Source: an optimization exercise on an open RTL-to-GDS flow (aim: small area and a short achievable clock period). Production flows keep margins and buffers that such runs may drop. In this exercise RTL edits were held to simulation tests only and were not proved equivalent to the original. Power is estimated from default activity; no workload was simulated.

`design/flow/config.mk`:
```
export PLATFORM = sky130hd
export DESIGN_NAME = as2650
export DESIGN_NICKNAME = as2650
export VERILOG_FILES = /design/flow/design.v
export SDC_FILE = /design/flow/constraint.sdc
export NUM_CORES = 4
export LEC_CHECK = 0
export CAP_MARGIN = 10
export CORE_MARGIN = 2
export CORE_UTILIZATION = 45
export CTS_BUF_LIST = sky130_fd_sc_hd__clkbuf_16
export CTS_CLUSTER_DIAMETER = 100
export CTS_CLUSTER_SIZE = 20
export SLEW_MARGIN = 10
```
`design/flow/flow/run.sh`:
```
#!/bin/bash
# The standard layout (standard.sh: the standard flow's own synthesis and ORFS flow) with two changes:
# - the input and output ports are buffered with sky130_fd_sc_hd__buf_1 cells instead of
#   the cell buffer_ports picks by default;
# - ORFS's repair_timing steps aim for 9 ns of setup slack rather than 0, so that they size
#   up the slowest paths; the clock and constraints are the design's.
# Make's full output goes to flow_make.log here; ORFS's own logs are under orfs/logs.
set -euo pipefail
export BUFFER_PORTS_ARGS="-buffer_cell sky130_fd_sc_hd__buf_1"
export SETUP_SLACK_MARGIN=9
export TNS_END_PERCENT=5
bash standard.sh finish > flow_make.log 2>&1
```
`design/flow/standard.sh`:
```
#!/bin/bash
# synth_recipe.tcl (not shown) runs the flow's synth.tcl, then flattens the netlist and writes it again
# the make line also repeats each setting of config.mk as NAME=value (left out here)
make -C /OpenROAD-flow-scripts/flow DESIGN_CONFIG=/design/flow/config.mk WORK_HOME=/design/flow/orfs CLKGATE_MAP_FILE= SYNTH_SCRIPT=/design/flow/synth_recipe.tcl "${@:-finish}"
```
`design/flow/constraint.sdc`:
```
create_clock -name core_clock -period 16.0 [get_ports {clk}]
set_input_delay 3.2000 -clock core_clock [delete_from_list [all_inputs] [get_ports {clk}]]
set_output_delay 3.2000 -clock core_clock [all_outputs]
set_load 0.01 [all_outputs]
```
`design/flow/design.v`:
```
`default_nettype none
module as2650(
	input clk,
	input rst,
	input [7:0] bus_in,
	output [7:0] bus_out,
	output le_lo,
	output le_hi,
	output OEb,
	output WEb,
	output bus_dir,
	output IOC,
	output IOD,
	input [6:0] irqs,
	output flag,
	input sense,
	output [7:0] ext_io_addr,
	output io_bus_cyc,
	output io_bus_we,
	output [7:0] io_bus_out,
	input [7:0] io_bus_in,
	output [7:0] debug_psl,
	output [7:0] debug_psu,
	output [32:0] la_data_out,
	input wb_hidden_rom_enable,
	output reg cpu_hidden_rom_enable,
	output WE_ram
);
localparam FETCH = 0;
localparam PARAM1 = 1;
localparam PARAM2 = 2;
localparam DATA1 = 3;
localparam IO1 = 4;
localparam IO2 = 5;
localparam INVALID = 6;
localparam HALT = 7;
localparam EXT_IO1 = 8;
localparam EXT_IO2 = 9;
localparam EXT_IO3 = 10;
localparam EXT_IO4 = 11;
localparam INTERRUPT_ACTION1 = 12;
reg trap;
reg [2:0] irq_num;
reg [7:0] r0, r1, r2, r3, r5, r6, r7;
reg [7:0] psu;
reg [7:0] psl;
assign debug_psu = psu;
assign debug_psl = psl;
assign flag = psu[6];
reg [15:0] stack [15:0];
reg [12:0] PC;
reg [2:0] page_reg;
reg [11:0] ivectors_base;
reg [15:0] last_addr;
reg [3:0] cycle;
reg [7:0] insin;
reg [15:0] instruction_args_latch;
reg extend;
reg [1:0] warmup;
reg halted;
wire warm = warmup != 2'b00;
wire reset = rst || warm;
reg indirect_cyc;
reg [1:0] indexed_cyc;
reg relative_cyc;
reg [2:0] chirp_ptr;
wire [3:0] sp = psu[3:0];
wire [3:0] sp_m1 = sp - 4'd1;
wire [3:0] sp_p1 = sp + 4'd1;
wire [15:0] TOS = stack[sp_m1];
wire [7:0] r1_v = psl[4] ? r5 : r1;
wire [7:0] r2_v = psl[4] ? r6 : r2;
wire [7:0] r3_v = psl[4] ? r7 : r3;
assign la_data_out = {halted, r3_v, r2_v, r1_v, r0};
function [7:0] rd;
	input [1:0] a;
	input [7:0] v0, v1, v2, v3;
	begin
		case(a)
			2'd1: rd = v1;
			2'd2: rd = v2;
			2'd3: rd = v3;
			default: rd = v0;
		endcase
	end
endfunction
wire [7:0] instruction = cycle == FETCH ? bus_in : insin;
wire is_RETURN = (instruction[7:2] == 6'b000101 || instruction[7:2] == 6'b001101) && !extend;
wire is_DAR = instruction[7:2] == 6'b100101 && !extend;
wire is_CLR = instruction[7:2] == 6'h31 && !extend;
wire is_EXT = instruction == 8'hB7 && !extend;
wire is_HALT = instruction == 8'h40 && !extend;
wire is_NOP = instruction == 8'hC0 && !extend;
wire is_XCHG = instruction == 8'h91 && !extend;
wire is_MUL = instruction == 8'h90 && !extend;
wire is_ZBR = (instruction == 8'h9B || instruction == 8'hBB) && !extend;
wire is_BXA = (instruction == 8'h9F || instruction == 8'hBF) && !extend;
wire is_LPS = instruction[7:1] == 7'h49 && !extend;
wire is_SPS = instruction[7:1] == 7'h09 && !extend;
wire is_BRANCH = instruction[4:3] == 2'b11;
wire needs_param = (instruction[3:2] == 2'b01 || instruction[3:2] == 2'b10) && !is_RETURN && !is_DAR && !is_CLR && !is_EXT && !extend;
wire needs_2_param = instruction[3:2] == 2'b11 || (extend && instruction[3:2] == 2'b10);
wire is_indexed = ((instruction[3:2] == 2'b11 && instruction_args_latch[14:13] != 2'b00) && !is_BRANCH && !indirect_cyc && !extend) || (extend && (instruction[7:2] == 6'h03 || instruction[7:2] == 6'h33));
wire is_indirect_pre = (instruction[3:2] == 2'b10 || instruction[3:2] == 2'b11) && !indirect_cyc && !extend;
wire is_indirect_p1 = bus_in[7] && is_indirect_pre;
wire is_indirect_p2 = instruction_args_latch[15] && is_indirect_pre;
wire is_store = (instruction[7:4] == 4'hC && !is_NOP && !extend) || (instruction[7:3] == 5'h19 && extend);
wire is_COM = instruction[7:4] == 4'hE && !extend;
wire is_ALU_op = !instruction[4] && !is_store && !is_HALT && !is_COM && (!extend || instruction[3] == 1);
wire is_immediate = instruction[3:2] == 2'b01;
wire is_zero_reg = instruction[3:2] == 2'b00;
wire is_add_sub = instruction[7:5] == 3'h4 || instruction[7:5] == 3'h5;
wire is_relative = instruction[3:2] == 2'b10;
wire is_PUSH = instruction == 8'h10 && !extend;
wire is_POP = instruction == 8'h11 && !extend;
wire is_TPS = instruction[7:1] == 7'h5A && !extend;
wire is_CPS = instruction[7:1] == 7'h3A && !extend;
wire is_PPS = instruction[7:1] == 7'h3B && !extend;
wire is_RRR = instruction[7:2] == 6'h14 && !extend;
wire is_RRL = instruction[7:2] == 6'h34 && !extend;
wire is_TMI = instruction[7:2] == 6'h3D && !extend;
wire is_IO_READ = (instruction[7:2] == 6'h0C || instruction[7:2] == 6'h1C) && !extend;
wire is_IO_WRITE = (instruction[7:2] == 6'h2C || instruction[7:2] == 6'h3C) && !extend;
wire is_CPL = instruction[7:2] == 6'h38 && extend;
wire is_PSHS = instruction == 8'h10 && extend;
wire is_POPS = instruction == 8'h11 && extend;
wire is_SVB = instruction == 8'h12 && extend;
wire is_CHRP = instruction == 8'h13 && extend;
wire is_EXT_IO = (instruction[7:2] == 6'h15 || instruction[7:2] == 6'h35) && !extend;
wire is_TRAP = instruction == 8'h90 && extend;
wire is_CLRT = instruction == 8'h91 && extend;
wire is_LIR = instruction == 8'h92 && extend;
wire is_SIR = instruction == 8'h93 && extend;
wire [2:0] instr_reg_a = {psl[4], instruction[1:0]};
wire [7:0] instr_reg_v = rd(instruction[1:0], r0, r1_v, r2_v, r3_v);
wire is_store_q = (insin[7:4] == 4'hC && insin != 8'hC0 && !extend) || (insin[7:3] == 5'h19 && extend);
wire is_IO_READ_q = (insin[7:2] == 6'h0C || insin[7:2] == 6'h1C) && !extend;
wire is_IO_WRITE_q = (insin[7:2] == 6'h2C || insin[7:2] == 6'h3C) && !extend;
wire [7:0] instr_reg_v_q = rd(insin[1:0], r0, r1_v, r2_v, r3_v);
wire [12:0] PC_p1 = PC + 13'd1;
wire q_RETURN = (insin[7:2] == 6'b000101 || insin[7:2] == 6'b001101) && !extend;
wire q_DAR = insin[7:2] == 6'b100101 && !extend;
wire q_CLR = insin[7:2] == 6'h31 && !extend;
wire q_EXT = insin == 8'hB7 && !extend;
wire q_HALT = insin == 8'h40 && !extend;
wire q_NOP = insin == 8'hC0 && !extend;
wire q_XCHG = insin == 8'h91 && !extend;
wire q_MUL = insin == 8'h90 && !extend;
wire q_ZBR = (insin == 8'h9B || insin == 8'hBB) && !extend;
wire q_BXA = (insin == 8'h9F || insin == 8'hBF) && !extend;
wire q_LPS = insin[7:1] == 7'h49 && !extend;
wire q_SPS = insin[7:1] == 7'h09 && !extend;
wire q_BRANCH = insin[4:3] == 2'b11;
wire q_needs_param = (insin[3:2] == 2'b01 || insin[3:2] == 2'b10) && !q_RETURN && !q_DAR && !q_CLR && !q_EXT && !extend;
wire q_needs_2_param = insin[3:2] == 2'b11 || (extend && insin[3:2] == 2'b10);
wire q_indexed = ((insin[3:2] == 2'b11 && instruction_args_latch[14:13] != 2'b00) && !q_BRANCH && !indirect_cyc && !extend) || (extend && (insin[7:2] == 6'h03 || insin[7:2] == 6'h33));
wire q_indirect_pre = (insin[3:2] == 2'b10 || insin[3:2] == 2'b11) && !indirect_cyc && !extend;
wire q_indirect_p1 = bus_in[7] && q_indirect_pre;
wire q_indirect_p2 = instruction_args_latch[15] && q_indirect_pre;
wire q_store = (insin[7:4] == 4'hC && !q_NOP && !extend) || (insin[7:3] == 5'h19 && extend);
wire q_COM = insin[7:4] == 4'hE && !extend;
wire q_ALU_op = !insin[4] && !q_store && !q_HALT && !q_COM && (!extend || insin[3] == 1);
wire q_immediate = insin[3:2] == 2'b01;
wire q_zero_reg = insin[3:2] == 2'b00;
wire q_add_sub = insin[7:5] == 3'h4 || insin[7:5] == 3'h5;
wire q_relative = insin[3:2] == 2'b10;
wire q_PUSH = insin == 8'h10 && !extend;
wire q_POP = insin == 8'h11 && !extend;
wire q_TPS = insin[7:1] == 7'h5A && !extend;
wire q_CPS = insin[7:1] == 7'h3A && !extend;
wire q_PPS = insin[7:1] == 7'h3B && !extend;
wire q_RRR = insin[7:2] == 6'h14 && !extend;
wire q_RRL = insin[7:2] == 6'h34 && !extend;
wire q_TMI = insin[7:2] == 6'h3D && !extend;
wire q_IO_READ = (insin[7:2] == 6'h0C || insin[7:2] == 6'h1C) && !extend;
wire q_IO_WRITE = (insin[7:2] == 6'h2C || insin[7:2] == 6'h3C) && !extend;
wire q_CPL = insin[7:2] == 6'h38 && extend;
wire q_PSHS = insin == 8'h10 && extend;
wire q_POPS = insin == 8'h11 && extend;
wire q_SVB = insin == 8'h12 && extend;
wire q_CHRP = insin == 8'h13 && extend;
wire q_EXT_IO = (insin[7:2] == 6'h15 || insin[7:2] == 6'h35) && !extend;
wire q_TRAP = insin == 8'h90 && extend;
wire q_CLRT = insin == 8'h91 && extend;
wire q_LIR = insin == 8'h92 && extend;
wire q_SIR = insin == 8'h93 && extend;
wire q_CC_BRANCH = insin[7:4] == 4'h1 || insin[7:4] == 4'h3 || insin[7:4] == 4'h9 || insin[7:4] == 4'hB;
wire q_REG_BRANCH = !q_CC_BRANCH;
wire q_BRANCH_SUB = insin[7:4] != 4'hF && insin[5:4] == 2'b11;
wire [2:0] instr_reg_a_q = {psl[4], insin[1:0]};
wire [12:0] PC_p2 = PC + 13'd2;
wire [12:0] PC_p3 = PC + 13'd3;
wire [12:0] PC_p23 = needs_2_param ? PC_p3 : PC_p2;
wire [7:0] rel_lo = {1'b0, PC_p1[6:0]} + {1'b0, bus_in[6:0]};
wire [5:0] rel_hi_p1 = PC_p1[12:7] + 6'd1;
wire [5:0] rel_hi_m1 = PC_p1[12:7] - 6'd1;
wire [5:0] rel_hi = rel_lo[7] == bus_in[6] ? PC_p1[12:7] : (rel_lo[7] ? rel_hi_p1 : rel_hi_m1);
wire [12:0] relative_eff_address_pre = {rel_hi, rel_lo[6:0]};
wire [15:0] relative_eff_address = {page_reg, relative_eff_address_pre};
wire is_CC_BRANCH = instruction[7:4] == 4'h1 || instruction[7:4] == 4'h3 || instruction[7:4] == 4'h9 || instruction[7:4] == 4'hB;
wire is_REG_BRANCH = !is_CC_BRANCH;
wire is_BRANCH_SUB = instruction[7:4] != 4'hF && instruction[5:4] == 2'b11;
wire [7:0] reg_plus_1 = instr_reg_v + 8'd1;
wire [7:0] reg_minus_1 = instr_reg_v - 8'd1;
wire bcr_nonzero = instruction[7:4] == 4'hD ? instr_reg_v != 8'hFF : (instruction[7:4] == 4'hF ? instr_reg_v != 8'h01 : instr_reg_v != 8'h00);
wire should_branch = (is_CC_BRANCH && instruction[7] && psl[7:6] != instruction[1:0]) || (is_CC_BRANCH && !instruction[7] && instruction[1:0] == 2'b11) || (is_CC_BRANCH && !instruction[7] && psl[7:6] == instruction[1:0] || (is_REG_BRANCH && bcr_nonzero)) || is_ZBR || is_BXA;
wire [15:0] zbr_target = {(bus_in[6] ? 10'b0000000111 : 10'h000), bus_in[5:0]};
wire is_interrupt_cycle = cycle == INTERRUPT_ACTION1;
wire is_data_fetch_cycle = relative_cyc || indirect_cyc || cycle == DATA1 || is_interrupt_cycle;
wire is_instr_fetch_cycle = (cycle == FETCH || cycle == PARAM1 || cycle == PARAM2) && !is_data_fetch_cycle;
wire indexed_data1 = indexed_cyc != 2'b00 && cycle == DATA1;
wire IO_cyc = cycle == IO1 || cycle == IO2;
reg [15:0] requested_addr;
wire hit = last_addr == requested_addr;
wire hi_eq = requested_addr[15:8] == last_addr[15:8];
wire lo_eq = requested_addr[7:0] == last_addr[7:0];
wire mem_cyc = (is_instr_fetch_cycle || is_data_fetch_cycle) && !IO_cyc;
wire le_lo_act = mem_cyc && !lo_eq && hi_eq;
wire le_hi_act = mem_cyc && !hi_eq;
assign le_lo = le_lo_act && !rst;
assign le_hi = le_hi_act && !rst;
wire write_cyc = (cycle == DATA1 || (cycle == PARAM1 && relative_cyc)) && is_store_q;
wire [7:0] alu_instr_reg_q = indexed_data1 ? r0 : instr_reg_v_q;
assign OEb = (!(((is_instr_fetch_cycle || is_data_fetch_cycle) && hit) || (IO_cyc && is_IO_READ_q)) || write_cyc) || rst;
assign WE_ram = (write_cyc && hit) && !rst;
wire WEb_run = !(write_cyc || (is_IO_WRITE_q && cycle == IO1)) || (!hit && !IO_cyc);
assign WEb = WEb_run || rst;
assign bus_out = is_IO_WRITE_q && IO_cyc ? instr_reg_v_q : (le_lo_act ? requested_addr[7:0] : (le_hi_act ? requested_addr[15:8] : alu_instr_reg_q));
assign bus_dir = (!(!WEb_run || le_lo_act || le_hi_act || (is_IO_WRITE_q && IO_cyc))) || rst;
assign IOC = IO_cyc && !insin[6];
assign io_bus_cyc = cycle == EXT_IO3 || cycle == EXT_IO4;
assign io_bus_we = insin[7];
assign io_bus_out = instr_reg_v_q;
assign ext_io_addr = instruction_args_latch[15:8];
assign IOD = IO_cyc && insin[6];
reg [15:0] mul_res;
function [1:0] fadd;
	input x, y, z;
	begin
		fadd = {(x & y) | (x & z) | (y & z), x ^ y ^ z};
	end
endfunction
integer mi, mj;
reg [7:0] ms, mc;
reg [1:0] mt;
always @(*) begin
	for(mj = 0; mj < 8; mj = mj + 1) begin
		ms[mj] = r0[mj] & r1_v[0];
		mc[mj] = 1'b0;
	end
	mul_res[0] = ms[0];
	for(mi = 1; mi < 8; mi = mi + 1) begin
		for(mj = 0; mj < 8; mj = mj + 1) begin
			mt = fadd(r0[mj] & r1_v[mi], mj < 7 ? ms[mj + 1] : 1'b0, mc[mj]);
			ms[mj] = mt[0];
			mc[mj] = mt[1];
		end
		mul_res[mi] = ms[0];
	end
	mul_res[15:8] = {1'b0, ms[7:1]} + mc;
end
wire [7:0] rrr = psl[3] ? {psl[0], instr_reg_v[7:1]} : {instr_reg_v[0], instr_reg_v[7:1]};
wire [7:0] rrl = psl[3] ? {instr_reg_v[6:0], psl[0]} : {instr_reg_v[6:0], instr_reg_v[7]};
wire [7:0] alu_instr_reg = indexed_data1 ? r0 : instr_reg_v;
wire [7:0] alu_input1 = is_zero_reg ? r0 : alu_instr_reg;
wire [7:0] alu_input2 = is_zero_reg ? instr_reg_v : bus_in;
wire [2:0] alu_op = instruction[7:5];
wire alu_inv = alu_op != 3'd4;
wire alu_cin = alu_op == 3'd4 ? (psl[3] && psl[0]) : (alu_op == 3'd5 ? (!psl[3] || psl[0]) : 1'b0);
wire [8:0] alu_sum = {1'b0, alu_input1} + {1'b0, alu_inv ? ~alu_input2 : alu_input2} + {8'h00, alu_cin};
reg [8:0] alu_next;
always @(*) begin
	case(alu_op)
		1: alu_next = {psl[0], alu_input1 ^ alu_input2};
		2: alu_next = {psl[0], alu_input1 & alu_input2};
		3: alu_next = {psl[0], alu_input1 | alu_input2};
		4: alu_next = alu_sum;
		5: alu_next = alu_sum;
		default: alu_next = {psl[0], alu_input2};
	endcase
end
wire next_idc = alu_next[4] != alu_input1[4] ^ (alu_op == 5 ? ~alu_input2[4] : alu_input2[4]);
wire next_ovf = alu_input1[7] == alu_input2[7] && alu_next[7] != alu_input1[7];
wire cmp_eq = alu_input1 == alu_input2;
wire cmp_gt = alu_sum[8];
wire [1:0] cmp_cc = cmp_eq ? 2'b00 : ((psl[1] || alu_input1[7] == alu_input2[7]) ? (cmp_gt ? 2'b01 : 2'b10) : (alu_input1[7] ? 2'b10 : 2'b01));
function [1:0] cc_of;
	input [7:0] v;
	begin
		cc_of = v[7] ? 2'b10 : (v != 8'h00 ? 2'b01 : 2'b00);
	end
endfunction
wire [55:0] chirp_tab = {7'd10, 7'd13, 7'h21, 7'h70, 7'h72, 7'h69, 7'h68, 7'h43};
wire [6:0] chirpchar = chirp_tab[{chirp_ptr, 3'b000} - {3'b000, chirp_ptr} +: 7];
wire [7:0] irqs_all = {irqs[6], irqs[5], irqs[4], trap, irqs[3], irqs[2], irqs[1], irqs[0]};
wire [2:0] irq_enc = irqs_all[7] ? 3'h7 : (irqs_all[6] ? 3'h6 : (irqs_all[5] ? 3'h5 : (irqs_all[4] ? 3'h4 : (irqs_all[3] ? 3'h3 : (irqs_all[2] ? 3'h2 : (irqs_all[1] ? 3'h1 : 3'h0))))));
localparam WB_ALU = 4'd0, WB_REG = 4'd1, WB_INC = 4'd2, WB_DEC = 4'd3, WB_NOT = 4'd4, WB_CHRP = 4'd5, WB_ZERO = 4'd6, WB_R0 = 4'd7,
	WB_DAR = 4'd8, WB_RRR = 4'd9, WB_RRL = 4'd10, WB_PSL = 4'd11, WB_PSU = 4'd12, WB_BUS = 4'd13, WB_IO = 4'd14;
localparam PCS_HOLD = 3'd0, PCS_P1 = 3'd1, PCS_P23 = 3'd2, PCS_REL = 3'd3, PCS_ZBR = 3'd4, PCS_ABS = 3'd5, PCS_TOS = 3'd6;
localparam ITS_HOLD = 3'd0, ITS_ZBR = 3'd1, ITS_REL = 3'd2, ITS_IND2 = 3'd3, ITS_INT = 3'd4;
localparam A_HOLD = 2'd0, A_BUS = 2'd1, A_REG = 2'd2;
localparam ST_PC = 2'd0, ST_R10 = 2'd1, ST_PS = 2'd2;
localparam PR_MUL = 2'd0, PR_XCHG = 2'd1, PR_TOS = 2'd2;
localparam INS_HOLD = 3'd0, INS_BUS = 3'd1, INS_0C = 3'd2, INS_CC = 3'd3, INS_3F = 3'd4;
localparam ALL_FIELDS = 2'd0, ALL_TOS = 2'd1, ALL_R0 = 2'd2, ALL_CP = 2'd3;
localparam CC_HOLD = 3'd0, CC_CMP = 3'd1, CC_WB = 3'd2, CC_MUL = 3'd3, CC_01 = 3'd4, CC_TPS = 3'd5, CC_TMI = 3'd6;
localparam F_HOLD = 2'd0, F_ALU = 2'd1, F_RRR = 2'd2, F_RRL = 2'd3;
localparam SP_HOLD = 2'd0, SP_INC = 2'd1, SP_DEC = 2'd2;
localparam II_HOLD = 2'd0, II_CLR = 2'd1, II_SET = 2'd2;
wire [3:0] bcr_sel = instruction[7:4] == 4'hD ? WB_INC : (instruction[7:4] == 4'hF ? WB_DEC : WB_REG);
wire [3:0] bcr_sel_q = insin[7:4] == 4'hD ? WB_INC : (insin[7:4] == 4'hF ? WB_DEC : WB_REG);
reg trap_n;
reg [2:0] irq_num_n;
reg [11:0] ivb_n;
reg [3:0] cycle_n;
reg extend_n, halted_n, ind_n, rel_n;
reg [1:0] idx_n;
reg [2:0] chirp_n;
reg chre_n;
reg wb_en;
reg [2:0] wb_a;
reg [3:0] wb_sel;
reg pr_en;
reg [1:0] pr_sel;
reg st_en;
reg [1:0] st_sel;
reg [2:0] pc_sel, it_sel, ins_sel, cc_sel;
reg [1:0] ah_sel, al_sel, psl_all, psu_all, c_sel, idc_sel, sp_sel, ii_sel;
reg ovf_sel, cp_set;
always @(*) begin
	trap_n = trap;
	irq_num_n = irq_num;
	ivb_n = ivectors_base;
	cycle_n = cycle;
	extend_n = extend;
	halted_n = halted;
	ind_n = indirect_cyc;
	rel_n = relative_cyc;
	idx_n = indexed_cyc;
	chirp_n = chirp_ptr;
	chre_n = cpu_hidden_rom_enable;
	wb_en = 1'b0;
	wb_a = instr_reg_a;
	wb_sel = WB_ALU;
	pr_en = 1'b0;
	pr_sel = PR_MUL;
	st_en = 1'b0;
	st_sel = ST_PC;
	pc_sel = PCS_HOLD;
	it_sel = ITS_HOLD;
	ins_sel = INS_HOLD;
	ah_sel = A_HOLD;
	al_sel = A_HOLD;
	psl_all = ALL_FIELDS;
	psu_all = ALL_FIELDS;
	cc_sel = CC_HOLD;
	c_sel = F_HOLD;
	idc_sel = F_HOLD;
	ovf_sel = 1'b0;
	sp_sel = SP_HOLD;
	ii_sel = II_HOLD;
	cp_set = 1'b0;
	case(cycle)
	FETCH: begin
		ind_n = 1'b0;
		rel_n = 1'b0;
		idx_n = 2'b00;
		if(hit) begin
			pc_sel = PCS_P1;
			ins_sel = INS_BUS;
			if(is_LIR) begin
				ah_sel = A_REG;
				al_sel = A_REG;
				cycle_n = DATA1;
				extend_n = 1'b0;
				ins_sel = INS_0C;
			end else if(is_SIR) begin
				ah_sel = A_REG;
				al_sel = A_REG;
				cycle_n = DATA1;
				extend_n = 1'b0;
				ins_sel = INS_CC;
			end else if(needs_param || needs_2_param) begin
				if(is_BRANCH && !should_branch) begin
					pc_sel = PCS_P23;
					cycle_n = FETCH;
					if(is_REG_BRANCH) begin
						wb_en = 1'b1;
						wb_sel = bcr_sel;
					end
				end else cycle_n = PARAM1;
			end else begin
				if(is_HALT) halted_n = 1'b1;
				extend_n = is_EXT;
				if(is_CPL) begin
					wb_en = 1'b1;
					wb_sel = WB_NOT;
				end
				if(is_TRAP) trap_n = 1'b1;
				if(is_CLRT) trap_n = 1'b0;
				if(is_XCHG) begin
					pr_en = 1'b1;
					pr_sel = PR_XCHG;
				end
				if(is_PUSH) begin
					st_en = 1'b1;
					st_sel = ST_R10;
					sp_sel = SP_INC;
				end
				if(is_POP) begin
					pr_en = 1'b1;
					pr_sel = PR_TOS;
					sp_sel = SP_DEC;
				end
				if(is_PSHS) begin
					st_en = 1'b1;
					st_sel = ST_PS;
					sp_sel = SP_INC;
				end
				if(is_POPS) begin
					psl_all = ALL_TOS;
					psu_all = ALL_TOS;
				end
				if(is_SVB) ivb_n = {r1_v, r0[7:4]};
				if(is_CHRP) begin
					wb_en = 1'b1;
					wb_a = 3'b000;
					wb_sel = WB_CHRP;
					chirp_n = chirp_ptr + 3'd1;
					cc_sel = CC_01;
				end
				if(is_CLR) begin
					wb_en = 1'b1;
					wb_sel = WB_ZERO;
				end
				if(is_RETURN) begin
					if(instruction[1:0] == 2'b11 || instruction[1:0] == psl[7:6]) begin
						pc_sel = PCS_TOS;
						sp_sel = SP_DEC;
						if(instruction[5]) ii_sel = II_CLR;
					end
				end
				if(is_MUL) begin
					pr_en = 1'b1;
					pr_sel = PR_MUL;
					cc_sel = CC_MUL;
				end
				if(is_COM && is_zero_reg) begin
					cc_sel = CC_CMP;
				end else if(is_ALU_op && is_zero_reg) begin
					wb_en = 1'b1;
					wb_a = 3'b000;
					wb_sel = WB_ALU;
					c_sel = F_ALU;
					cc_sel = CC_WB;
					if(is_add_sub) begin
						idc_sel = F_ALU;
						ovf_sel = 1'b1;
					end
				end else if(is_store && !is_NOP && is_zero_reg) begin
					wb_en = 1'b1;
					wb_sel = WB_R0;
					cc_sel = CC_WB;
				end
				if(is_DAR) begin
					wb_en = 1'b1;
					wb_sel = WB_DAR;
				end
				if(is_RRR) begin
					if(psl[3]) begin
						c_sel = F_RRR;
						idc_sel = F_RRR;
					end
					cc_sel = CC_WB;
					wb_en = 1'b1;
					wb_sel = WB_RRR;
				end
				if(is_RRL) begin
					if(psl[3]) begin
						c_sel = F_RRL;
						idc_sel = F_RRL;
					end
					cc_sel = CC_WB;
					wb_en = 1'b1;
					wb_sel = WB_RRL;
				end
				if(is_LPS) begin
					if(instruction[0]) psl_all = ALL_R0;
					else psu_all = ALL_R0;
				end
				if(is_SPS) begin
					wb_en = 1'b1;
					wb_a = 3'b000;
					wb_sel = instruction[0] ? WB_PSL : WB_PSU;
					cc_sel = CC_WB;
				end
				cycle_n = is_HALT ? HALT : (is_IO_READ || is_IO_WRITE ? IO1 : FETCH);
			end
		end
	end
	PARAM1: begin
		if(hit) begin
			if(is_instr_fetch_cycle) pc_sel = PCS_P1;
			if(q_immediate || relative_cyc) begin
				if(q_store) begin
				end else if(q_ALU_op) begin
					wb_en = 1'b1;
					wb_sel = WB_ALU;
					c_sel = F_ALU;
					cc_sel = CC_WB;
					if(q_add_sub) begin
						idc_sel = F_ALU;
						ovf_sel = 1'b1;
					end
				end else begin
					if(q_TPS) cc_sel = CC_TPS;
					if(q_CPS) begin
						cp_set = 1'b0;
						if(insin[0]) psl_all = ALL_CP;
						else psu_all = ALL_CP;
					end
					if(q_PPS) begin
						cp_set = 1'b1;
						if(insin[0]) psl_all = ALL_CP;
						else psu_all = ALL_CP;
					end
					if(q_COM) cc_sel = CC_CMP;
					if(q_TMI) cc_sel = CC_TMI;
				end
				cycle_n = q_EXT_IO ? EXT_IO1 : FETCH;
				extend_n = 1'b0;
				rel_n = 1'b0;
			end else if(q_needs_2_param || indirect_cyc) begin
				cycle_n = PARAM2;
			end else if(q_relative && q_indirect_p1) begin
				it_sel = q_ZBR ? ITS_ZBR : ITS_REL;
				ind_n = 1'b1;
			end else if(q_relative && !q_indirect_p1) begin
				if(q_BRANCH) begin
					if(q_BRANCH_SUB) begin
						st_en = 1'b1;
						sp_sel = SP_INC;
					end
					pc_sel = q_ZBR ? PCS_ZBR : PCS_REL;
					if(q_REG_BRANCH) begin
						wb_en = 1'b1;
						wb_sel = bcr_sel_q;
					end
					extend_n = 1'b0;
					cycle_n = FETCH;
				end else begin
					rel_n = 1'b1;
					it_sel = ITS_REL;
				end
			end
			ah_sel = A_BUS;
		end
	end
	PARAM2: begin
		if(hit) begin
			if(is_instr_fetch_cycle) pc_sel = PCS_P1;
			if(!indirect_cyc && instruction_args_latch[14:13] != 2'b00 && !q_BRANCH) begin
				idx_n = q_indexed ? instruction_args_latch[14:13] : 2'b00;
				if(q_indexed && instruction_args_latch[14:13] != 2'b11 && !extend) begin
					wb_en = 1'b1;
					wb_sel = instruction_args_latch[14:13] == 2'b01 ? WB_INC : WB_DEC;
				end
			end
			if(q_indirect_p2 && !indirect_cyc) begin
				ind_n = 1'b1;
				it_sel = ITS_IND2;
				cycle_n = PARAM1;
			end else if(q_BRANCH) begin
				if(insin == 8'h1F) chre_n = 1'b0;
				if(q_BRANCH_SUB) begin
					st_en = 1'b1;
					sp_sel = SP_INC;
				end
				pc_sel = PCS_ABS;
				if(q_REG_BRANCH) begin
					wb_en = 1'b1;
					wb_sel = bcr_sel_q;
				end
				cycle_n = FETCH;
				extend_n = 1'b0;
			end else cycle_n = DATA1;
			al_sel = A_BUS;
		end
	end
	DATA1: begin
		if(hit) begin
			ind_n = 1'b0;
			idx_n = 2'b00;
			if(q_store) begin
			end else if(q_COM) begin
				cc_sel = CC_CMP;
			end else if(q_ALU_op) begin
				wb_en = 1'b1;
				wb_a = indexed_data1 ? 3'b000 : instr_reg_a_q;
				wb_sel = WB_ALU;
				c_sel = F_ALU;
				cc_sel = CC_WB;
				if(q_add_sub) begin
					idc_sel = F_ALU;
					ovf_sel = 1'b1;
				end
			end
			cycle_n = FETCH;
			extend_n = 1'b0;
		end
	end
	IO1: begin
		cycle_n = IO2;
	end
	IO2: begin
		if(q_IO_READ) begin
			wb_en = 1'b1;
			wb_sel = WB_BUS;
			cc_sel = CC_WB;
		end
		cycle_n = FETCH;
	end
	EXT_IO1: begin
		cycle_n = EXT_IO2;
	end
	EXT_IO2: begin
		cycle_n = EXT_IO3;
	end
	EXT_IO3: begin
		cycle_n = EXT_IO4;
	end
	EXT_IO4: begin
		if(!insin[7]) begin
			wb_en = 1'b1;
			wb_sel = WB_IO;
			cc_sel = CC_WB;
		end
		cycle_n = FETCH;
	end
	INTERRUPT_ACTION1: begin
		ins_sel = INS_3F;
		ind_n = 1'b1;
		it_sel = ITS_INT;
		ii_sel = II_SET;
		cycle_n = PARAM1;
	end
	default: begin
	end
	endcase
	if(cycle == HALT || (cycle == FETCH && !hit)) begin
		if(irqs != 7'h00 && !psu[5]) begin
			irq_num_n = irq_enc;
			cycle_n = INTERRUPT_ACTION1;
		end
	end
end
wire [7:0] dar_res = {instr_reg_v[7:4] + (psl[0] ? 4'h0 : 4'hA), instr_reg_v[3:0] + (psl[5] ? 4'h0 : 4'hA)};
wire c_f = cycle == FETCH;
wire c_p1 = cycle == PARAM1;
wire c_p2 = cycle == PARAM2;
wire s_bcr = (c_f && is_BRANCH) || ((c_p1 || c_p2) && q_BRANCH);
wire [3:0] bcr_op = c_f ? instruction[7:4] : insin[7:4];
wire s_inc = (s_bcr && bcr_op == 4'hD) || (c_p2 && !q_BRANCH && instruction_args_latch[14:13] == 2'b01);
wire s_dec = (s_bcr && bcr_op == 4'hF) || (c_p2 && !q_BRANCH && instruction_args_latch[14:13] == 2'b10);
wire s_reg = s_bcr && bcr_op != 4'hD && bcr_op != 4'hF;
wire s_not = c_f && is_CPL;
wire s_chrp = c_f && is_CHRP;
wire s_r0 = c_f && is_store && is_zero_reg;
wire s_dar = c_f && is_DAR;
wire s_rrr = c_f && is_RRR;
wire s_rrl = c_f && is_RRL;
wire s_psl = c_f && is_SPS && instruction[0];
wire s_psu = c_f && is_SPS && !instruction[0];
wire s_bus = cycle == IO2;
wire s_io = cycle == EXT_IO4;
wire s_alu = (c_f && is_ALU_op && is_zero_reg) || (c_p1 && !q_BRANCH) || cycle == DATA1;
wire [7:0] wb_other = ({8{s_inc}} & reg_plus_1) | ({8{s_dec}} & reg_minus_1) |
				({8{s_reg}} & instr_reg_v) | ({8{s_not}} & ~instr_reg_v) | ({8{s_chrp}} & {1'b0, chirpchar}) |
				({8{s_r0}} & r0) | ({8{s_dar}} & dar_res) | ({8{s_rrr}} & rrr) | ({8{s_rrl}} & rrl) |
				({8{s_psl}} & psl) | ({8{s_psu}} & psu) | ({8{s_bus}} & bus_in) | ({8{s_io}} & io_bus_in);
wire [7:0] wb_d = wb_other | ({8{s_alu}} & alu_next[7:0]);
reg [15:0] pr_d;
always @(*) begin
	case(pr_sel)
		PR_XCHG: pr_d = {r0, r1_v};
		PR_TOS: pr_d = TOS;
		default: pr_d = mul_res;
	endcase
end
reg [15:0] st_d;
always @(*) begin
	case(st_sel)
		ST_R10: st_d = {r1_v, r0};
		ST_PS: st_d = {psu, psl};
		default: st_d = {page_reg, indirect_cyc ? PC : PC_p1};
	endcase
end
wire [7:0] abs_hi = indirect_cyc || extend ? instruction_args_latch[15:8] : {page_reg[2], instruction_args_latch[14:8]};
wire [7:0] abs_hi_p1 = abs_hi + 8'd1;
wire [8:0] abs_lo = {1'b0, bus_in} + {1'b0, q_BXA ? r3_v : 8'h00};
wire [15:0] abs_target = {abs_lo[8] ? abs_hi_p1 : abs_hi, abs_lo[7:0]};
reg [15:0] pcp_n;
always @(*) begin
	case(pc_sel)
		PCS_P1: pcp_n = {page_reg, PC_p1};
		PCS_P23: pcp_n = {page_reg, PC_p23};
		PCS_REL: pcp_n = relative_eff_address;
		PCS_ZBR: pcp_n = zbr_target;
		PCS_ABS: pcp_n = abs_target;
		PCS_TOS: pcp_n = TOS;
		default: pcp_n = {page_reg, PC};
	endcase
end
wire [2:0] page_n = pcp_n[15:13];
wire [12:0] PC_n = pcp_n[12:0];
wire it_step_up = cycle == PARAM1 && hit;
wire it_step_down = cycle == PARAM2 && hit;
wire [15:0] ra_p1 = requested_addr + 16'd1;
wire [15:0] ra_m1 = requested_addr - 16'd1;
wire [15:0] it_held = it_step_down ? ra_m1 : (it_step_up ? ra_p1 : requested_addr);
reg [15:0] it_n;
always @(*) begin
	case(it_sel)
		ITS_ZBR: it_n = zbr_target;
		ITS_REL: it_n = relative_eff_address;
		ITS_IND2: it_n = q_BRANCH ? {page_reg[2], instruction_args_latch[14:8], bus_in} : {page_reg, instruction_args_latch[12:8], bus_in};
		ITS_INT: it_n = {ivectors_base, irq_num, 1'b0};
		default: it_n = it_held;
	endcase
end
wire [15:0] args_n = {ah_sel == A_BUS ? bus_in : (ah_sel == A_REG ? r3_v : instruction_args_latch[15:8]),
					al_sel == A_BUS ? bus_in : (al_sel == A_REG ? r2_v : instruction_args_latch[7:0])};
reg [7:0] insin_n;
always @(*) begin
	case(ins_sel)
		INS_BUS: insin_n = bus_in;
		INS_0C: insin_n = 8'h0C;
		INS_CC: insin_n = 8'hCC;
		INS_3F: insin_n = 8'h3F;
		default: insin_n = insin;
	endcase
end
wire [15:0] last_n = {le_hi_act ? requested_addr[15:8] : last_addr[15:8], le_lo_act ? requested_addr[7:0] : last_addr[7:0]};
reg [1:0] cc_n;
always @(*) begin
	case(cc_sel)
		CC_CMP: cc_n = cmp_cc;
		CC_WB: cc_n = s_alu ? cc_of(alu_next[7:0]) : cc_of(wb_other);
		CC_MUL: cc_n = mul_res[15] ? 2'b10 : ((r0 != 8'h00 && r1_v != 8'h00) ? 2'b01 : 2'b00);
		CC_01: cc_n = 2'b01;
		CC_TPS: cc_n = (((insin[0] ? psl : psu) & bus_in) == bus_in) ? 2'b00 : 2'b01;
		CC_TMI: cc_n = ((instr_reg_v_q & bus_in) == instr_reg_v_q) ? 2'b00 : 2'b01;
		default: cc_n = psl[7:6];
	endcase
end
reg c_n, idc_n;
always @(*) begin
	case(c_sel)
		F_ALU: c_n = alu_next[8];
		F_RRR: c_n = instr_reg_v[0];
		F_RRL: c_n = instr_reg_v[7];
		default: c_n = psl[0];
	endcase
	case(idc_sel)
		F_ALU: idc_n = next_idc;
		F_RRR: idc_n = instr_reg_v[6];
		F_RRL: idc_n = instr_reg_v[4];
		default: idc_n = psl[5];
	endcase
end
wire ovf_n = ovf_sel ? next_ovf : psl[2];
wire [3:0] sp_n = sp_sel == SP_INC ? sp_p1 : (sp_sel == SP_DEC ? sp_m1 : sp);
wire ii_n = ii_sel == II_CLR ? 1'b0 : (ii_sel == II_SET ? 1'b1 : psu[5]);
reg [7:0] psl_n, psu_n;
always @(*) begin
	case(psl_all)
		ALL_TOS: psl_n = TOS[7:0];
		ALL_R0: psl_n = r0;
		ALL_CP: psl_n = cp_set ? (psl | bus_in) : (psl & ~bus_in);
		default: psl_n = {cc_n, idc_n, psl[4:3], ovf_n, psl[1], c_n};
	endcase
	case(psu_all)
		ALL_TOS: psu_n = {TOS[15:12], sp_m1};
		ALL_R0: psu_n = r0;
		ALL_CP: psu_n = cp_set ? (psu | bus_in) : (psu & ~bus_in);
		default: psu_n = {sense, psu[6], ii_n, psu[4], sp_n};
	endcase
end
wire fetch_n = (cycle_n == FETCH || cycle_n == PARAM1 || cycle_n == PARAM2) && !(rel_n || ind_n);
wire [7:0] index_n = (cycle == PARAM2 && !indirect_cyc && !extend && instruction_args_latch[14:13] == 2'b01) ? instr_reg_v_q + 8'd1 :
					((cycle == PARAM2 && !indirect_cyc && !extend && instruction_args_latch[14:13] == 2'b10) ? instr_reg_v_q - 8'd1 : instr_reg_v_q);
wire [7:0] d1_hi = indirect_cyc || extend ? instruction_args_latch[15:8] : {page_reg, instruction_args_latch[12:8]};
wire [7:0] d1_hi_p1 = d1_hi + 8'd1;
wire [8:0] d1_lo = {1'b0, bus_in} + {1'b0, idx_n != 2'b00 ? index_n : 8'h00};
wire [15:0] d1_addr = cycle == PARAM2 ? {d1_lo[8] ? d1_hi_p1 : d1_hi, d1_lo[7:0]} :
					(cycle == FETCH ? {page_reg, r3_v[4:0], r2_v} : requested_addr);
wire [15:0] req_n = cycle_n == DATA1 ? d1_addr : (fetch_n ? pcp_n : ((ind_n || rel_n) ? it_n : 16'h0000));
always @(posedge clk) begin
	if(reset) begin
		requested_addr <= 16'h0000;
		psl <= 8'h00;
		psu <= 8'h20;  
		cycle <= (rst || warmup[1]) ? INVALID : FETCH;
		last_addr <= 16'hAAAA;
		insin <= 8'h00;
		PC <= 13'h0000;
		extend <= 1'b0;
		warmup <= rst ? 2'b11 : warmup - 2'd1;
		halted <= 1'b0;
		indirect_cyc <= 1'b0;
		relative_cyc <= 1'b0;
		indexed_cyc <= 2'b00;
		page_reg <= 3'b000;
		ivectors_base <= 12'h000;
		chirp_ptr <= 3'b000;
		trap <= 1'b0;
		cpu_hidden_rom_enable <= wb_hidden_rom_enable;
	end else begin
		trap <= trap_n;
		requested_addr <= req_n;
		irq_num <= irq_num_n;
		psu <= psu_n;
		psl <= psl_n;
		PC <= PC_n;
		page_reg <= page_n;
		ivectors_base <= ivb_n;
		last_addr <= last_n;
		cycle <= cycle_n;
		insin <= insin_n;
		extend <= extend_n;
		halted <= halted_n;
		indirect_cyc <= ind_n;
		relative_cyc <= rel_n;
		indexed_cyc <= idx_n;
		chirp_ptr <= chirp_n;
		cpu_hidden_rom_enable <= chre_n;
	end
end
always @(posedge clk) begin
	if(!reset && st_en) stack[sp] <= st_d;
end
wire [7:0] wd_lo = (pr_en ? pr_d[7:0] : wb_d) & {8{!reset}};
wire [7:0] wd_hi = (pr_en ? pr_d[15:8] : wb_d) & {8{!reset}};
wire [7:0] wd = wb_d & {8{!reset}};
wire wr_any = wb_en && !pr_en;
always @(posedge clk) begin
	if(reset || pr_en || (wr_any && wb_a[1:0] == 2'd0)) r0 <= wd_lo;
	if(reset || (pr_en && !psl[4]) || (wr_any && wb_a == 3'd1)) r1 <= wd_hi;
	if(reset || (pr_en && psl[4]) || (wr_any && wb_a == 3'd5)) r5 <= wd_hi;
	if(reset || (wr_any && wb_a == 3'd2)) r2 <= wd;
	if(reset || (wr_any && wb_a == 3'd3)) r3 <= wd;
	if(reset || (wr_any && wb_a == 3'd6)) r6 <= wd;
	if(reset || (wr_any && wb_a == 3'd7)) r7 <= wd;
end
always @(posedge clk) begin
	instruction_args_latch <= args_n;
end
endmodule
```
==> results of run 1 <==
[per-stage QoR]
stage,total power [mW],worst slack (ns),utilization [%],cell area [um2]
after floorplan,1.32,8.71,-,30600
after global placement,1.40,6.93,47.7,32100
after detailed placement,1.40,6.73,47.7,32100
after CTS,2.20,8.86,50.0,33600
after global routing,2.25,8.79,50.5,33900
final,2.20,8.87,50.5,33900
[power groups by stage]
stage,Clock (mW),Sequential (mW),Combinational (mW)
after CTS,0.818,1.18,0.202
after floorplan,0,1.20,0.114
after global routing,0.851,1.18,0.224
final,0.805,1.18,0.217
after global placement,0,1.20,0.194
after detailed placement,0,1.20,0.195
[cells in the mapped netlist, types with 12 or more instances]
library cell / instances / area, um2
o21a_1: 15 / 113
a2111oi_0: 12 / 105
edfxtp_1: 326 / 9790
nor2b_1: 26 / 163
xnor2_1: 97 / 850
o31ai_1: 15 / 113
nor2_1: 300 / 1130
o21ai_0: 163 / 816
dfxtp_1: 98 / 1960
clkbuf_1: 177 / 664
nand2_1: 234 / 878
a21o_1: 31 / 233
o21bai_1: 12 / 90.1
a221oi_1: 59 / 517
buf_2: 21 / 105
a22o_1: 12 / 105
mux2i_1: 91 / 911
or3_1: 17 / 106
nand4_1: 23 / 144
nor4_1: 23 / 144
or2_2: 17 / 106
nor3_1: 73 / 365
xor2_1: 37 / 324
and2_1: 62 / 388
nand2b_1: 34 / 213
mux2_2: 25 / 282
a31oi_1: 23 / 144
a21oi_1: 204 / 1020
inv_1: 157 / 589
mux4_2: 84 / 1890
o221ai_1: 12 / 105
and3_1: 33 / 206
nor3b_1: 14 / 105
a22oi_1: 41 / 308
nand3_1: 80 / 400
buf_1: 26 / 97.6
fa_1: 50 / 1000
a211oi_1: 51 / 383
o22ai_1: 25 / 156
o211ai_1: 24 / 180
ha_1: 126 / 1580
[tightest hold or removal path: stages, from the launching register on]
cell and delay, ns:
dfxtp_1 0.34, nor2_1 0.05, nor2_1 0.07
[layer usage]
metal / vias up / share of wire, % / track usage, %
met4: 4 / 6.9 / 19.8
li1: 11900 / - / -
met1: 13500 / 39 / 47.2
met2: 1754 / 43 / 54.7
met5: - / 0.025 / 0
met3: 445 / 10 / 7.68
[area by class of cell]
type | count | area (um2)
antenna | 2 | 5.00
clock buffer | 29 | 726
clock inverter | 25 | 239
fill | 6144 | 33200
inverter | 164 | 627
multi-input combinational | 2330 | 18000
sequential | 424 | 11800
tap | 873 | 1090
timing repair buffer | 243 | 1490
timing repair inverter | 1 | 5.00
[cells by family (layout without fill, tap and decap cells)]
logic type / count (synthesis) / in the layout / share of synthesized area [%]
buffers and inverters: 395 / 462 / 5.04
AOI/OAI and AO/OA: 832 / 832 / 18.4
DFF: 424 / 424 / 38.5
muxes: 201 / 201 / 10.1
xor gates and xnor gates: 134 / 134 / 3.84
adders and majority gates: 177 / 177 / 8.47
other: 0 / 2 / 0
and+or+nand+nor: 986 / 986 / 15.7
[timing repair]
action / in CTS / in global routing
resized for setup: 99 / 52
endpoints found under the setup margin: 612 / 507
gates cloned: 0 / 1
pin swaps: 7 / 11
setup buffers: 8 / 18
[worst paths after layout]
path | end | depth (start not counted) | from
max | stack[4][9] | 12 | bus_in[4]
min | halted | 2 | halted
max reg2reg | requested_addr[15] | 19 | cycle[0]
min reg2reg | halted | 2 | halted
==> impl_metrics.json, run 1 <==
{
  "crit_path_max_fanout": 22,
  "critical-path-top-delay-family": "simple AND/OR/NAND/NOR gates",
  "p_comb_share_pct": 9.8,
  "dp_cells": 4008,
  "die_w_um": 265,
  "setup_viol": 0,
  "rrSetupSlack_ns": 9.17,
  "floorplan.initialDensity_pct": 45.5,
  "cts_made_buffers": 29,
  "crit_buf_inv": 2,
  "power_per_cell_area_nw_per_um2": 64.8,
  "largest_reg_flops": 256,
  "synth_seq_cells": 424,
  "period_share_pct": 44.6,
  "syn_nets": 3352,
  "cts_max_level": 1,
  "p_switching_mw": 0.582,
  "cp_slowest_cell": "a221oi_1",
  "outcome": "timing/DRC/antenna clean",
  "top_regs": "stack (256), last_addr (16), requested_addr (16)",
  "drive_gt1_share_pct": 13.6,
  "die-area_um2": 70000,
  "switching_share_pct": 26.4,
  "port-buffer-count": 111,
  "grtUsageTotal_pct": 35.7,
  "root_buffer": "clkbuf_16",
  "first_pass_iters": 8,
  "regMostFlops": "stack",
  "intPower_mw": 1.62,
  "synth_edf_count": 326,
  "path_class": "input pin to flop",
  "yosysWarnings": 1,
  "slew_violations": 0,
  "fmax_mhz": 140,
  "tns_ns": 0,
  "drv_cap": 0,
  "synthFlopType": "edfxtp_1",
  "post_synth_num_cell_types": 97,
  "vdd_ir_drop_max_mv": 0.0910,
  "grt_pass1_wl_um": 184000,
  "synth.avg_cell_area_um2": 9.70,
  "clockPowerShare_pct": 36.6,
  "syn_inst": 3149,
  "drc": 0,
  "syn-cell-area_um2": 30600,
  "grt_overflow": 0,
  "cts_tree": "done",
  "design.portCount": 112,
  "clk_pin_slew_ns": 0.08,
  "first_iter_violations": 3680,
  "required_ns": 16.33,
  "stdcell_count": 4091,
  "die_h_um": 265,
  "nets": 3396,
  "ys_seq_area_share_pct": 38.5,
  "crit_path_cell_trace": "buf_1 -> buf_4 -> nor3b_2 -> a32oi_1 -> or4b_4 -> a41o_4 -> nor3_4 -> nand4_1 -> or2_2 -> ha_1 -> a221oi_1 -> a21oi_4",
  "end_kind": "flop",
  "cts_sinks": 424,
  "final_common_cell": "edfxtp_1",
  "place_congestion": 1.04,
  "crit_path_max_incr_delay_ns": 0.70,
  "hpwl_um": 93700,
  "viasPerCell": 6.75,
  "wl_um": 128000,
  "syn_to_final_growth_pct": 11.1,
  "routedWlPerCell_um": 31.4,
  "antenna_found_initial": 6,
  "sequentialPowerShare_pct": 53.6,
  "rows": 95,
  "skew_ns": 0.0388,
  "tightest_slew_ns": 1.19,
  "crit_arrival_ns": 7.46,
  "clk_latency_ns": 0.65,
  "rsz0062_at_grt": "yes",
  "hold_viol": 0,
  "ant_nets": 0,
  "ctsLongestPathBuffers": 3,
  "via_count": 27600,
  "hold_path_class": "flop to flop",
  "worst_slew_margin_rel_pct": 20.1,
  "cp-start-kind": "input pin",
  "core_um2": 67200,
  "min_period_ns": 7.13,
  "ctsHoldBuffers": 0,
  "layout_common_cells": "edfxtp_1, nor2_1, nand2_1, a21oi_1, inv_1",
  "p_leak_nw": 11.6,
  "hold_slack_ns": 0.499,
  "grt_max_degree": 61,
  "ys_async_sr_fraction_pct": 0,
  "grt_pass1_vias": 26200
}
==> inputs of run 2 (changes only) <==
--- a/design/flow/config.mk
+++ b/design/flow/config.mk
@@ -9,6 +9,6 @@
 export CORE_MARGIN = 2
-export CORE_UTILIZATION = 45
+export CORE_UTILIZATION = 50
 export CTS_BUF_LIST = sky130_fd_sc_hd__clkbuf_16
-export CTS_CLUSTER_DIAMETER = 100
-export CTS_CLUSTER_SIZE = 20
+export CTS_CLUSTER_DIAMETER = 80
+export CTS_CLUSTER_SIZE = 14
 export SLEW_MARGIN = 10
==> run 2 against run 1 <==
Effect of this change: clock power rose by 24%; combinational power barely moved; count of clock-buffer cells in the layout rose by 14; area after synthesis did not move; via count rose by 1.9%; wire length rose by 0.12%; maximum frequency rose by 1.1%; synthesized cell count did not move; non-clock buffer count rose by 37; critical path depth fell by 8; flip-flop and latch count did not move; global-route usage rose by 4.3 points.
==> impl_metrics.json, run 2 <==
{
  "clk_pin_slew_ns": 0.07,
  "p_leak_nw": 12.2,
  "cts_sinks": 424,
  "first_iter_violations": 4260,
  "hold_viol": 0,
  "grt_pass1_wl_um": 184000,
  "rsz0062_at_grt": "yes",
  "synth.avg_cell_area_um2": 9.70,
  "crit_arrival_ns": 3.85,
  "synthFlopType": "edfxtp_1",
  "viasPerCell": 6.93,
  "final_common_cell": "edfxtp_1",
  "die_w_um": 251,
  "met3_length_um": 15000,
  "port-buffer-count": 111,
  "drc": 0,
  "finalInstanceArea_um2": 34800,
  "min_path_cells": 2,
  "hold_path_class": "flop to flop",
  "yosysTopAreaCell": "edfxtp_1",
  "placedInstanceArea_um2": 32000,
  "maxUsedRoutingLayer": "met5",
  "yosysMostFrequentCell": "edfxtp_1",
  "place_congestion": 1.05,
  "via_count": 28100,
  "nets": 3445,
  "stdcell_count": 4059,
  "synth_top_area_share_pct": 32.0,
  "cts_tree": "done",
  "core_um2": 60400,
  "routedWlPerCell_um": 31.7,
  "worst_slew_margin_rel_pct": 18.8,
  "ys_seq_area_share_pct": 38.5,
  "grt_overflow": 0,
  "clk_latency_ns": 0.63,
  "crit_path_cell_trace": "clkbuf_2 -> a21oi_1 -> o21ai_0 -> buf_1",
  "wl_um": 129000,
  "hold_start": "halted",
  "crit_path_max_incr_delay_ns": 0.19,
  "tightest_slew_ns": 1.21,
  "vdd_ir_drop_max_mv": 0.0998,
  "wl_met2_um": 54500,
  "path_class": "input pin to output pin",
  "required_ns": 12.80,
  "drv_cap": 0,
  "cp_slowest_cell": "clkbuf_2",
  "antenna_found_initial": 1,
  "dp_cells": 3921,
  "fmax_mhz": 142,
  "ctsHoldBuffers": 0,
  "syn_to_final_growth_pct": 14.0,
  "end_kind": "output pin",
  "critical-path-top-delay-family": "buffers and inverters",
  "power_per_cell_area_nw_per_um2": 68.8,
  "rrSetupSlack_ns": 9.21,
  "synthTopCellsByArea": "edfxtp_1, dfxtp_1, mux4_2",
  "first_pass_iters": 9,
  "top_regs": "stack (256), last_addr (16), requested_addr (16)",
  "crit_path_max_fanout": 11,
  "post_synth_num_cell_types": 97,
  "grtUsageTotal_pct": 40.0,
  "root_buffer": "clkbuf_16",
  "die_h_um": 251,
  "whs_endpoint": "halted",
  "cts_max_level": 2,
  "regMostFlops": "stack",
  "met1Wirelength_um": 50500,
  "ys_async_sr_fraction_pct": 0,
  "min_period_ns": 7.05,
  "hpwl_um": 92800,
  "largest_reg_flops": 256,
  "r2r_cells": 18,
  "outcome": "timing/DRC/antenna clean",
  "synth_edf_count": 326,
  "syn_nets": 3352,
  "crit_buf_inv": 2,
  "rows": 90,
  "grt_pass1_vias": 26300,
  "die-area_um2": 63100,
  "slew_violations": 0,
  "floorplan.initialDensity_pct": 50.6,
  "ctsLongestPathBuffers": 3,
  "skew_ns": 0.0424,
  "r2r-start": "requested_addr[12]",
  "grt_max_degree": 61,
  "yosysWarnings": 1,
  "setup_viol": 0,
  "layout_common_cells": "edfxtp_1, nor2_1, nand2_1, a21oi_1, inv_1",
  "synth_commonest_cells": "edfxtp_1, nor2_1, nand2_1",
  "tns_ns": 0,
  "synth_seq_cells": 424,
  "r2r_end": "requested_addr[15]",
  "syn-cell-area_um2": 30600,
  "cp-start-kind": "input pin",
  "design.portCount": 112,
  "syn_inst": 3149,
  "ant_nets": 0,
  "period_share_pct": 44.1,
  "cts_made_buffers": 42,
  "drive_gt1_share_pct": 15.4
}
## run 2: cell counts after synthesis
No cell type changed its count.
## run 2: layout make-up
class	count	area [um2]
diodes	1	2.50
well taps	782	978
inverters	164	626
clock buffers	43	1080
fillers	5283	25500
repair buffers	280	1930
clock inverters	35	310
flip-flops and latches	424	11800
multi-input cells	2330	18200
## run 2: cell families after synthesis
family | share of synthesized area, %
xor gates and xnor gates | 3.84
adders and majority gates | 8.47
DFF | 38.5
AOI/OAI and AO/OA | 18.4
muxes | 10.1
and+or+nand+nor | 15.7
buffers and inverters | 5.04
## run 2: worst max path at each step
stage / start / end / slack, ns / depth (start not counted)
final: rst / WEb / 8.95 / 4
after global routing: bus_in[0] / r5[7] / 8.86 / 22
after CTS: rst / WEb / 8.80 / 4
after detailed placement: bus_in[0] / r3[1] / 6.74 / 17
after global placement: bus_in[0] / r7[3] / 6.95 / 17
after floorplan: bus_in[4] / stack[0][0] / 8.71 / 11
## run 2: worst min-delay path, stage by stage (launching register included)
cell and delay (ns):
dfxtp_1 0.33, nor2_1 0.05, nor2_1 0.06
## run 2: per-layer routing
| layer | vias up | GRT usage [%] |
|---|---|---|
| met3 | 460 | 10.7 |
| met4 | 2 | 21.4 |
| met5 | - | 0 |
| met2 | 1913 | 59.6 |
| li1 | 12000 | - |
| met1 | 13800 | 53.4 |
## run 2: timing repair
item | 4_1_cts | 5_1_grt
gates cloned | 0 | 1
resized for setup | 101 | 75
setup buffers | 9 | 49
setup endpoints to repair | 664 | 647
endpoints found under the hold margin | 0 | 0
pin swaps | 6 | 11
## run 2: per-stage QoR
stage	hold WS [ns]	worst slack [ns]	total power [mW]	utilization (%)
2_1_floorplan	0.442	8.71	1.32	-
3_3_place_gp	0.453	6.95	1.40	53.0
3_5_place_dp	0.460	6.74	1.40	53.0
4_1_cts	0.477	8.80	2.39	56.2
5_1_grt	0.508	8.86	2.46	57.7
6_report	0.469	8.95	2.40	57.7
## run 2: power breakdown
part,total (mW),internal [mW],switching [mW]
registers,1.18,1.18,0.00332
clock network,1.00,0.534,0.470
logic,0.215,0.0669,0.148
==> inputs of run 3 (changes only) <==
--- a/design/flow/flow/run.sh
+++ b/design/flow/flow/run.sh
@@ -4,3 +4,3 @@
 #   the cell buffer_ports picks by default;
-# - ORFS's repair_timing steps aim for 9 ns of setup slack rather than 0, so that they size
+# - ORFS's repair_timing steps aim for 8.7 ns of setup slack rather than 0, so that they size
 #   up the slowest paths; the clock and constraints are the design's.
@@ -9,3 +9,3 @@
 export BUFFER_PORTS_ARGS="-buffer_cell sky130_fd_sc_hd__buf_1"
-export SETUP_SLACK_MARGIN=9
+export SETUP_SLACK_MARGIN=8.7
 export TNS_END_PERCENT=5
--- a/design/flow/config.mk
+++ b/design/flow/config.mk
@@ -11,4 +11,4 @@
 export CTS_BUF_LIST = sky130_fd_sc_hd__clkbuf_16
-export CTS_CLUSTER_DIAMETER = 80
-export CTS_CLUSTER_SIZE = 14
+export CTS_CLUSTER_DIAMETER = 100
+export CTS_CLUSTER_SIZE = 20
 export SLEW_MARGIN = 10
==> run 3 against run 2 <==
Effect of this change: final area fell by 4.0%; worst setup slack worse by 0.41 ns; first-iteration DRC count down 8.4%; sequential share of layout area grew 1.4 points; via count shrank 0.90%; non-clock buffer count down 41; synthesized cell count is the same; maximum frequency is 5.5% lower; sequential power hardly changed; critical path type is now flop to output pin; critical endpoint is now bus_out[4].
==> impl_metrics.json, run 3 <==
{
  "yosysTopAreaCell": "edfxtp_1",
  "seqCellArea_um2": 11800,
  "drv_cap": 0,
  "floorplan.initialDensity_pct": 50.6,
  "synth_edf_count": 326,
  "skew_ns": 0.0653,
  "place_congestion": 1.04,
  "syn-cell-area_um2": 30600,
  "drive_gt1_share_pct": 12.3,
  "synthFlopType": "edfxtp_1",
  "first_pass_iters": 8,
  "synthTopCellsByArea": "edfxtp_1, dfxtp_1, mux4_2",
  "nets": 3389,
  "wl_um": 127000,
  "clk_latency_ns": 0.66,
  "tns_ns": 0,
  "syn_inst": 3149,
  "fmax_mhz": 134,
  "wl_met2_um": 55400,
  "fill_cells": 5363,
  "crit_arrival_ns": 4.26,
  "rsz0062_at_grt": "yes",
  "top_regs": "stack (256), last_addr (16), requested_addr (16)",
  "tightest_slew_ns": 1.34,
  "post_synth_num_cell_types": 97,
  "grt_pass1_vias": 26000,
  "ys_seq_area_share_pct": 38.5,
  "synth.avg_cell_area_um2": 9.70,
  "outcome": "timing/DRC/antenna clean",
  "layout_common_cells": "edfxtp_1, nor2_1, nand2_1, a21oi_1, inv_1",
  "largest_reg_flops": 256,
  "hpwl_um": 91300,
  "cts_made_buffers": 27,
  "routedWlPerCell_um": 31.8,
  "core_um2": 60400,
  "required_ns": 12.80,
  "die-area_um2": 63100,
  "regMostFlops": "stack",
  "die_w_um": 251,
  "synth_top_area_share_pct": 32.0,
  "final_common_cell": "edfxtp_1",
  "cts_max_level": 1,
  "period_share_pct": 46.6,
  "met3_length_um": 14300,
  "crit_path_max_fanout": 31,
  "setup_viol": 0,
  "p_leak_nw": 11.5,
  "cp-start-kind": "flop",
  "crit_start": "psl[4]",
  "grt_pass1_wl_um": 182000,
  "cts_sinks": 424,
  "first_iter_violations": 3901,
  "min_period_ns": 7.46,
  "hold_start": "halted",
  "finalPower_mw": 2.10,
  "synth_seq_cells": 424,
  "grt_max_degree": 54,
  "ctsHoldBuffers": 0,
  "drc": 0,
  "grt_overflow": 0,
  "clk_pin_slew_ns": 0.09,
  "yosysMostFrequentCell": "edfxtp_1",
  "grtUsageTotal_pct": 39.3,
  "ant_nets": 0,
  "met1Wirelength_um": 49100,
  "ctsLongestPathBuffers": 3,
  "port-buffer-count": 111,
  "maxUsedRoutingLayer": "met5",
  "hold_slack_ns": 0.484,
  "r2r_cells": 20,
  "power_per_cell_area_nw_per_um2": 62.9,
  "slew_violations": 0,
  "rows": 90,
  "ys_async_sr_fraction_pct": 0,
  "hold_viol": 0,
  "whs_endpoint": "halted",
  "path_class": "flop to output pin",
  "r2r-start": "psl[4]",
  "vdd_ir_drop_max_mv": 0.0861,
  "design.portCount": 112,
  "multiInputGateArea_um2": 17800,
  "via_count": 27900,
  "syn_to_final_growth_pct": 9.46,
  "min_path_cells": 2,
  "synth_commonest_cells": "edfxtp_1, nor2_1, nand2_1",
  "antenna_found_initial": 3,
  "r2r_end": "r5[6]",
  "yosysWarnings": 1,
  "viasPerCell": 6.98,
  "hold_path_class": "flop to flop",
  "end_kind": "output pin",
  "worst_slew_margin_rel_pct": 10.5,
  "syn_nets": 3352,
  "rrSetupSlack_ns": 8.87,
  "root_buffer": "clkbuf_16",
  "cts_tree": "done",
  "die_h_um": 251
}
## run 3: cell counts after synthesis
Identical to the previous run, type by type.
## run 3: cell type report
class / instances / area share [%]
antenna: 4 / 0.0299
clock buffer: 27 / 2.02
clock inverter: 23 / 0.445
inverter: 164 / 1.86
multi-input combinational: 2330 / 53.3
sequential: 424 / 35.2
tap: 782 / 2.93
timing repair buffer: 239 / 4.23
## run 3: worst max path at each step
stage                   to  slack (ns)
4_1_cts              r5[6]        8.53
6_report        bus_out[4]        8.54
2_1_floorplan  stack[0][0]        8.52
3_5_place_dp         r6[1]        6.69
3_3_place_gp         r0[7]        6.72
5_1_grt             psl[0]        8.54
## run 3: metal layers
metal / vias up / global-route usage, %
met1: 13700 / 52.9
li1: 11800 / -
met4: 2 / 19.8
met5: - / 0
met2: 1892 / 60.0
met3: 411 / 8.68
## run 3: kinds of logic after synthesis
group	after synthesis	share of synthesized area, %
XOR/XNOR	134	3.84
adder cells (fa/ha/maj)	177	8.47
multiplexers	201	10.1
AND/OR/NAND/NOR	986	15.7
AO/OA/AOI/OAI	832	18.4
flip-flops	424	38.5
buffers and inverters	395	5.04
## run 3: through the flow
stage               worst slack (ns)  util [%]  cell area (um2)  cells
floorplan                       8.52         -            30600   3149
global placement                6.72      52.9            31900   3914
detailed placement              6.69      52.9            31900   3914
CTS                             8.53      54.6            33000   3964
global route                    8.54      55.4            33400   3989
finish                          8.54      55.4            33400   3993
## run 3: where the power goes
| part | internal (mW) | switching [mW] |
|---|---|---|
| logic | 0.0633 | 0.142 |
| registers | 1.18 | 0.00364 |
| clock network | 0.316 | 0.404 |
## run 3: worst max-delay path: stages, from the launching register on
cell and delay [ns]:
dfxtp_2 0.33, buf_6 0.33, mux2i_1 0.75, inv_1 0.65, mux4_2 0.77, inv_1 0.20, o21ai_0 0.12, mux2i_1 0.19
a21oi_1 0.09, buf_1 0.15
## run 3: what timing repair did
item	in CTS	in global routing
gates resized for setup	56	48
endpoints found under the setup margin	522	451
setup buffers	0	25
pin swaps	0	7

separate check: timing with driven ports:
In the flow no input, the clock included, has a driving cell. The finished layouts below were timed again as built, in two steps. Step 1 sets driving cells, clkbuf_16 on the clock port and buf_2 on the other inputs (assumed; they add their load-dependent delay and slew). Step 2, shift: input delay + t, output delay - t, t = (earliest + latest rising clock arrival at the registers) / 2. This alone moves slack from input paths to output paths. Three values: ideal, step 1, step 2; two values: the first two.
run | t (ns) | slack for setup (ns) | worst hold slack (ns) | latest minus earliest clock arrival (ns)
run 1 | 0.695 | 8.867 / 8.904 / 8.209 | 0.499 / 0.499 / 0.499 | 0.038 / 0.039
run 2 | 0.676 | 8.947 / 8.927 / 8.336 | 0.469 / 0.469 / 0.469 | 0.042 / 0.042
run 3 | 0.695 | 8.540 / 8.472 / 7.979 | 0.484 / 0.484 / 0.484 | 0.065 / 0.066
After both steps setup and hold are still met in every run listed. The setup slack of run 1, which loses most, moves by +0.037 ns with the drivers and by -0.658 ns with both steps.
